Source: an optimization exercise on an open RTL-to-GDS flow (aim: small area and a short achievable clock period). Production flows keep margins and buffers that such runs may drop. Power is estimated from default activity; no workload was simulated.

==> inputs of try-raven <==
// fir_transpose_nom
module fir_transpose_nom #(
    parameter DATA_WIDTH      = 5,
    parameter TAP_COEFF_WIDTH = 5,
    parameter NUM_TAPS        = 50
)(
    input                               clk,
    input                               rst,
    input  signed [DATA_WIDTH-1:0]      in,
    output signed [DATA_WIDTH-1:0]      out,
    input  [NUM_TAPS*TAP_COEFF_WIDTH-1:0] tap_coeffs
);
logic [NUM_TAPS-1:0][4:0] prod_q;
logic [NUM_TAPS-1:0][4:0] prod_d;
logic [NUM_TAPS-1:0][4:0] part_flopped;
logic [NUM_TAPS-1:0][4:0] sum_d;
logic [6:0] x1, x3;
logic [5:0] nx;
always @(*) begin
    case (in)
    5'd0: begin x1 = 7'd0; x3 = 7'd0; nx = 6'd0; end
    5'd1: begin x1 = 7'd1; x3 = 7'd3; nx = 6'd63; end
    5'd2: begin x1 = 7'd2; x3 = 7'd6; nx = 6'd62; end
    5'd3: begin x1 = 7'd3; x3 = 7'd9; nx = 6'd61; end
    5'd4: begin x1 = 7'd4; x3 = 7'd12; nx = 6'd60; end
    5'd5: begin x1 = 7'd5; x3 = 7'd15; nx = 6'd59; end
    5'd6: begin x1 = 7'd6; x3 = 7'd18; nx = 6'd58; end
    5'd7: begin x1 = 7'd7; x3 = 7'd21; nx = 6'd57; end
    5'd8: begin x1 = 7'd8; x3 = 7'd24; nx = 6'd56; end
    5'd9: begin x1 = 7'd9; x3 = 7'd27; nx = 6'd55; end
    5'd10: begin x1 = 7'd10; x3 = 7'd30; nx = 6'd54; end
    5'd11: begin x1 = 7'd11; x3 = 7'd33; nx = 6'd53; end
    5'd12: begin x1 = 7'd12; x3 = 7'd36; nx = 6'd52; end
    5'd13: begin x1 = 7'd13; x3 = 7'd39; nx = 6'd51; end
    5'd14: begin x1 = 7'd14; x3 = 7'd42; nx = 6'd50; end
    5'd15: begin x1 = 7'd15; x3 = 7'd45; nx = 6'd49; end
    5'd16: begin x1 = 7'd112; x3 = 7'd80; nx = 6'd16; end
    5'd17: begin x1 = 7'd113; x3 = 7'd83; nx = 6'd15; end
    5'd18: begin x1 = 7'd114; x3 = 7'd86; nx = 6'd14; end
    5'd19: begin x1 = 7'd115; x3 = 7'd89; nx = 6'd13; end
  ...
==> module fir_transpose_nom, before the edit <==
module fir_transpose_nom #(
    parameter DATA_WIDTH      = 5,
    parameter TAP_COEFF_WIDTH = 5,
    parameter NUM_TAPS        = 50
)(
    input                               clk,
    input                               rst,
    input  signed [DATA_WIDTH-1:0]      in,
    output signed [DATA_WIDTH-1:0]      out,
    input  [NUM_TAPS*TAP_COEFF_WIDTH-1:0] tap_coeffs
);
logic [NUM_TAPS-1:0][4:0] prod_q;
logic [NUM_TAPS-1:0][4:0] prod_d;
logic [NUM_TAPS-1:0][4:0] part_flopped;
logic [NUM_TAPS-1:0][4:0] sum_d;
logic [6:0] x1, x3;
logic [5:0] nx;
always @(*) begin
    case (in)
    5'd0: begin x1 = 7'd0; x3 = 7'd0; nx = 6'd0; end
    5'd1: begin x1 = 7'd1; x3 = 7'd3; nx = 6'd63; end
    5'd2: begin x1 = 7'd2; x3 = 7'd6; nx = 6'd62; end
    5'd3: begin x1 = 7'd3; x3 = 7'd9; nx = 6'd61; end
    5'd4: begin x1 = 7'd4; x3 = 7'd12; nx = 6'd60; end
    5'd5: begin x1 = 7'd5; x3 = 7'd15; nx = 6'd59; end
    5'd6: begin x1 = 7'd6; x3 = 7'd18; nx = 6'd58; end
    5'd7: begin x1 = 7'd7; x3 = 7'd21; nx = 6'd57; end
    5'd8: begin x1 = 7'd8; x3 = 7'd24; nx = 6'd56; end
    5'd9: begin x1 = 7'd9; x3 = 7'd27; nx = 6'd55; end
    5'd10: begin x1 = 7'd10; x3 = 7'd30; nx = 6'd54; end
    5'd11: begin x1 = 7'd11; x3 = 7'd33; nx = 6'd53; end
    5'd12: begin x1 = 7'd12; x3 = 7'd36; nx = 6'd52; end
    5'd13: begin x1 = 7'd13; x3 = 7'd39; nx = 6'd51; end
    5'd14: begin x1 = 7'd14; x3 = 7'd42; nx = 6'd50; end
    5'd15: begin x1 = 7'd15; x3 = 7'd45; nx = 6'd49; end
    5'd16: begin x1 = 7'd112; x3 = 7'd80; nx = 6'd16; end
    5'd17: begin x1 = 7'd113; x3 = 7'd83; nx = 6'd15; end
    5'd18: begin x1 = 7'd114; x3 = 7'd86; nx = 6'd14; end
    5'd19: begin x1 = 7'd115; x3 = 7'd89; nx = 6'd13; end
    5'd20: begin x1 = 7'd116; x3 = 7'd92; nx = 6'd12; end
    5'd21: begin x1 = 7'd117; x3 = 7'd95; nx = 6'd11; end
    5'd22: begin x1 = 7'd118; x3 = 7'd98; nx = 6'd10; end
    5'd23: begin x1 = 7'd119; x3 = 7'd101; nx = 6'd9; end
    5'd24: begin x1 = 7'd120; x3 = 7'd104; nx = 6'd8; end
    5'd25: begin x1 = 7'd121; x3 = 7'd107; nx = 6'd7; end
    5'd26: begin x1 = 7'd122; x3 = 7'd110; nx = 6'd6; end
    5'd27: begin x1 = 7'd123; x3 = 7'd113; nx = 6'd5; end
    5'd28: begin x1 = 7'd124; x3 = 7'd116; nx = 6'd4; end
    5'd29: begin x1 = 7'd125; x3 = 7'd119; nx = 6'd3; end
    5'd30: begin x1 = 7'd126; x3 = 7'd122; nx = 6'd2; end
    5'd31: begin x1 = 7'd127; x3 = 7'd125; nx = 6'd1; end
    endcase
end
always @ (posedge clk or posedge rst) begin
    if (rst) begin
        prod_q       <= '0;
        part_flopped <= '0;
    end
    else begin
        prod_q       <= prod_d;
        part_flopped <= sum_d;
    end
end
assign out = part_flopped[0];
genvar i;
for (i=0; i<NUM_TAPS; i=i+1) begin: tap
    wire [4:0] c = tap_coeffs[5*i +: 5];
    wire [4:0] s = 5'b0;
    wire [5:0] t;
    mult mult (.x1(x1), .x3(x3), .nx(nx), .c(c), .s(s), .t(t));
    assign prod_d[i] = t[4:0];   
    if (i == NUM_TAPS-1) begin: last
        assign sum_d[i] = prod_q[i];
    end else begin: add
        add_sat add_sat (.a(prod_q[i]), .b(part_flopped[(i+1)%NUM_TAPS]), .out(sum_d[i]));
    end
end
endmodule
Settings: LEC_CHECK=0, ABC_AREA=1, CAP_MARGIN=20, CORE_MARGIN=2, CORE_UTILIZATION=45, SETUP_SLACK_MARGIN=3.5, SLEW_MARGIN=20; clock period 6.0 ns.
standard.sh (not shown) runs the stock make flow with config.mk's settings and CLKGATE_MAP_FILE= SYNTH_SCRIPT=/design/flow/synth_recipe.tcl, a recipe that flattens the netlist after the stock synthesis.
==> flow/flow/run.sh <==
#!/bin/bash
# The standard layout, with one change: synthesis leaves the adders to ABC
# instead of mapping them onto the library's full/half-adder cells, which are
# slow and which ABC cannot restructure. Registers are untouched.
set -euo pipefail
bash standard.sh ADDER_MAP_FILE= finish > standard_flow.log 2>&1
==> inputs of try-fjord, as changes to try-raven <==
--- a/flow/design.v
+++ b/flow/design.v
@@ -121,42 +121,4 @@
 logic [NUM_TAPS-1:0][4:0] part_flopped;
 logic [NUM_TAPS-1:0][4:0] sum_d;
-logic [6:0] x1, x3;
-logic [5:0] nx;
-always @(*) begin
-    case (in)
-    5'd0: begin x1 = 7'd0; x3 = 7'd0; nx = 6'd0; end
-    5'd1: begin x1 = 7'd1; x3 = 7'd3; nx = 6'd63; end
-    5'd2: begin x1 = 7'd2; x3 = 7'd6; nx = 6'd62; end
-    5'd3: begin x1 = 7'd3; x3 = 7'd9; nx = 6'd61; end
-    5'd4: begin x1 = 7'd4; x3 = 7'd12; nx = 6'd60; end
-    5'd5: begin x1 = 7'd5; x3 = 7'd15; nx = 6'd59; end
-    5'd6: begin x1 = 7'd6; x3 = 7'd18; nx = 6'd58; end
-    5'd7: begin x1 = 7'd7; x3 = 7'd21; nx = 6'd57; end
-    5'd8: begin x1 = 7'd8; x3 = 7'd24; nx = 6'd56; end
-    5'd9: begin x1 = 7'd9; x3 = 7'd27; nx = 6'd55; end
-    5'd10: begin x1 = 7'd10; x3 = 7'd30; nx = 6'd54; end
-    5'd11: begin x1 = 7'd11; x3 = 7'd33; nx = 6'd53; end
-    5'd12: begin x1 = 7'd12; x3 = 7'd36; nx = 6'd52; end
-    5'd13: begin x1 = 7'd13; x3 = 7'd39; nx = 6'd51; end
-    5'd14: begin x1 = 7'd14; x3 = 7'd42; nx = 6'd50; end
-    5'd15: begin x1 = 7'd15; x3 = 7'd45; nx = 6'd49; end
-    5'd16: begin x1 = 7'd112; x3 = 7'd80; nx = 6'd16; end
-    5'd17: begin x1 = 7'd113; x3 = 7'd83; nx = 6'd15; end
-    5'd18: begin x1 = 7'd114; x3 = 7'd86; nx = 6'd14; end
-    5'd19: begin x1 = 7'd115; x3 = 7'd89; nx = 6'd13; end
-    5'd20: begin x1 = 7'd116; x3 = 7'd92; nx = 6'd12; end
-    5'd21: begin x1 = 7'd117; x3 = 7'd95; nx = 6'd11; end
-    5'd22: begin x1 = 7'd118; x3 = 7'd98; nx = 6'd10; end
-    5'd23: begin x1 = 7'd119; x3 = 7'd101; nx = 6'd9; end
-    5'd24: begin x1 = 7'd120; x3 = 7'd104; nx = 6'd8; end
-    5'd25: begin x1 = 7'd121; x3 = 7'd107; nx = 6'd7; end
-    5'd26: begin x1 = 7'd122; x3 = 7'd110; nx = 6'd6; end
-    5'd27: begin x1 = 7'd123; x3 = 7'd113; nx = 6'd5; end
-    5'd28: begin x1 = 7'd124; x3 = 7'd116; nx = 6'd4; end
-    5'd29: begin x1 = 7'd125; x3 = 7'd119; nx = 6'd3; end
-    5'd30: begin x1 = 7'd126; x3 = 7'd122; nx = 6'd2; end
-    5'd31: begin x1 = 7'd127; x3 = 7'd125; nx = 6'd1; end
-    endcase
-end
 always @ (posedge clk or posedge rst) begin
     if (rst) begin
@@ -175,5 +137,43 @@
     wire [4:0] s = 5'b0;
     wire [5:0] t;
-    mult mult (.x1(x1), .x3(x3), .nx(nx), .c(c), .s(s), .t(t));
+    logic [6:0] c1, c3;
+    logic [5:0] nc;
+    always @(*) begin
+        case (c)
+        5'd0: begin c1 = 7'd0; c3 = 7'd0; nc = 6'd0; end
+        5'd1: begin c1 = 7'd1; c3 = 7'd3; nc = 6'd63; end
+        5'd2: begin c1 = 7'd2; c3 = 7'd6; nc = 6'd62; end
+        5'd3: begin c1 = 7'd3; c3 = 7'd9; nc = 6'd61; end
+        5'd4: begin c1 = 7'd4; c3 = 7'd12; nc = 6'd60; end
+        5'd5: begin c1 = 7'd5; c3 = 7'd15; nc = 6'd59; end
+        5'd6: begin c1 = 7'd6; c3 = 7'd18; nc = 6'd58; end
+        5'd7: begin c1 = 7'd7; c3 = 7'd21; nc = 6'd57; end
+        5'd8: begin c1 = 7'd8; c3 = 7'd24; nc = 6'd56; end
+        5'd9: begin c1 = 7'd9; c3 = 7'd27; nc = 6'd55; end
+        5'd10: begin c1 = 7'd10; c3 = 7'd30; nc = 6'd54; end
+        5'd11: begin c1 = 7'd11; c3 = 7'd33; nc = 6'd53; end
+        5'd12: begin c1 = 7'd12; c3 = 7'd36; nc = 6'd52; end
+        5'd13: begin c1 = 7'd13; c3 = 7'd39; nc = 6'd51; end
+        5'd14: begin c1 = 7'd14; c3 = 7'd42; nc = 6'd50; end
+        5'd15: begin c1 = 7'd15; c3 = 7'd45; nc = 6'd49; end
+        5'd16: begin c1 = 7'd112; c3 = 7'd80; nc = 6'd16; end
+        5'd17: begin c1 = 7'd113; c3 = 7'd83; nc = 6'd15; end
+        5'd18: begin c1 = 7'd114; c3 = 7'd86; nc = 6'd14; end
+        5'd19: begin c1 = 7'd115; c3 = 7'd89; nc = 6'd13; end
+        5'd20: begin c1 = 7'd116; c3 = 7'd92; nc = 6'd12; end
+        5'd21: begin c1 = 7'd117; c3 = 7'd95; nc = 6'd11; end
+        5'd22: begin c1 = 7'd118; c3 = 7'd98; nc = 6'd10; end
+        5'd23: begin c1 = 7'd119; c3 = 7'd101; nc = 6'd9; end
+        5'd24: begin c1 = 7'd120; c3 = 7'd104; nc = 6'd8; end
+        5'd25: begin c1 = 7'd121; c3 = 7'd107; nc = 6'd7; end
+        5'd26: begin c1 = 7'd122; c3 = 7'd110; nc = 6'd6; end
+        5'd27: begin c1 = 7'd123; c3 = 7'd113; nc = 6'd5; end
+        5'd28: begin c1 = 7'd124; c3 = 7'd116; nc = 6'd4; end
+        5'd29: begin c1 = 7'd125; c3 = 7'd119; nc = 6'd3; end
+        5'd30: begin c1 = 7'd126; c3 = 7'd122; nc = 6'd2; end
+        5'd31: begin c1 = 7'd127; c3 = 7'd125; nc = 6'd1; end
+        endcase
+    end
+    mult mult (.x1(c1), .x3(c3), .nx(nc), .c(in), .s(s), .t(t));
     assign prod_d[i] = t[4:0];   
     if (i == NUM_TAPS-1) begin: last
==> flow/flow/run.sh (replaced) <==
#!/bin/bash
# The standard layout (standard.sh), with two changes to synthesis only:
# adders are left to ABC instead of being mapped onto the library's full- and
# half-adder cells, and ABC maps with flow/abc.script. Registers are untouched.
set -euo pipefail
W=$(pwd)
export FLOW_SYNTH_TCL=$W/synth_recipe.tcl
bash standard.sh SYNTH_SCRIPT=$W/flow/my_synth.tcl ADDER_MAP_FILE= \
  ABC_SCRIPT_OVERRIDE=$W/flow/abc.script finish > standard_flow.log 2>&1
==> flow/flow/abc.script (new file) <==
&get -n
&st
&dch -f
&nf -R 1000
&put
topo
stime -c
buffer -c
upsize -c
dnsize -c
==> flow/flow/my_synth.tcl (new file) <==
# The standard flow's synthesis script (synth_recipe.tcl in the flow's work folder, sourced
# unchanged), with ABC's mapping script replaced by the file named in
# ABC_SCRIPT_OVERRIDE. Only the combinational mapping changes; registers are
# mapped exactly as in the standard synthesis.
proc abc {args} {
  if { [info exists ::env(ABC_SCRIPT_OVERRIDE)] && $::env(ABC_SCRIPT_OVERRIDE) ne "" } {
    set i [lsearch -exact $args -script]
    if { $i >= 0 } { lset args [expr { $i + 1 }] $::env(ABC_SCRIPT_OVERRIDE) }
  }
  yosys abc {*}$args
}
source $::env(FLOW_SYNTH_TCL)
--- a/flow/config.mk
+++ b/flow/config.mk
@@ -6,8 +6,7 @@
 export NUM_CORES = 4
 export LEC_CHECK = 0
-export ABC_AREA = 1
 export CAP_MARGIN = 20
 export CORE_MARGIN = 2
 export CORE_UTILIZATION = 45
-export SETUP_SLACK_MARGIN = 3.5
+export SETUP_SLACK_MARGIN = 3.0
 export SLEW_MARGIN = 20
==> summary of the runs <==
- Of try-raven and try-fjord, try-raven has the higher setup slack (gap 0.47 ns).
- Sequential share of layout area: try-fjord is higher than try-raven (2.7 points).
- Against try-raven, the clock-buffer cell count of try-fjord is lower by 2.
- try-fjord passed the timing, design-rule and antenna checks. try-raven finished clean.
- Of try-raven and try-fjord, try-raven has the higher critical path depth (gap 4).
- Against try-raven, the global-route usage of try-fjord is lower by 4.8 points.
- Between try-fjord and try-raven, the lower synthesized area is in try-fjord (gap about 7%, measured against try-raven).
- In try-raven the power is lower than in try-fjord, by 1.3%.
- In try-raven the synthesized cell count is larger than in try-fjord, by about 40%.
- Of try-fjord and try-raven, try-fjord has the higher sequential power (gap 5.9%, measured against try-raven).
- Routed wire length: try-raven is larger than try-fjord (about 30%).
==> figures <==
| item | try-raven | try-fjord |
|---|---|---|
| Run status | timing/DRC/antenna clean | timing/DRC/antenna clean |
| Via count of the routed design | 58,200 | 45,400 |
| Xor-xnor portion of the synthesized cell area | 10.7% | 23.8% |
| Starting Density | 45.4% | 45.3% |
| Average wire length per cell after detail routing | 19.5 um | 20.3 um |
| Met2 global-route usage | 52.9% | 44.9% |
| Die area | 115,000 sq um | 107,000 sq um |
| Number of global-route vias before repair | 51,800 | 41,200 |
| Power density normalized to cell area | 313 nW/um^2 | 363 nW/um^2 |
| Compound-cell area share of the yosys netlist | 10.9% | 19.2% |
| WL met2 | 91.0 mm | 72.7 mm |
| Post-CTS setup buffer count | 144 | 166 |
| Worst setup skew after layout | 0.0133 ns | 0.0159 ns |
| Number of cells on the critical path | 19 | 15 |
| Gpl congestion | 0.883 | 0.830 |
| Non-clock buffers, area share | 12.3% | 12.2% |
| Met3 demand-to-capacity share in global routing | 6.18% | 5.24% |
| Area taken by multi-input logic gates | 39,900 sq um | 37,100 sq um |
| RR Endpoint | part_flopped[128] | part_flopped[1] |
| Wire length on met1 | 82.0 mm | 68.9 mm |
| Start point of the critical path | in[2] | in[3] |
No functional check of the RTL was part of any run of this note.

[static timing again, ports no longer ideal]
In the flow no input, the clock included, has a driving cell. The finished layouts below were timed again as built, in two steps. Step 1, drivers: a clkbuf_16 drives clk and a buf_2 each remaining input, both assumed. Step 2 adds t to the input delays and takes it off the output delays; t is the mean of the earliest and latest rising clock arrival at the registers after step 1. Input paths then give back, and output paths get back, about the clock's delay inside the block. Slacks: ideal ports / drivers / drivers and shift; pairs: ideal ports / drivers.
| run | t, ns | slack for setup (ns) | worst data-port slew with drivers (ns) |
|---|---|---|---|
| try-raven | 0.719 | 3.152 / 2.967 / 2.248 | 0.32 |
| try-fjord | 0.712 | 2.681 / 2.608 / 1.896 | 0.24 |
After both steps every run listed still meets setup and hold. The setup slack of try-raven, which loses most, moves by -0.185 ns with the drivers and by -0.904 ns with both steps.
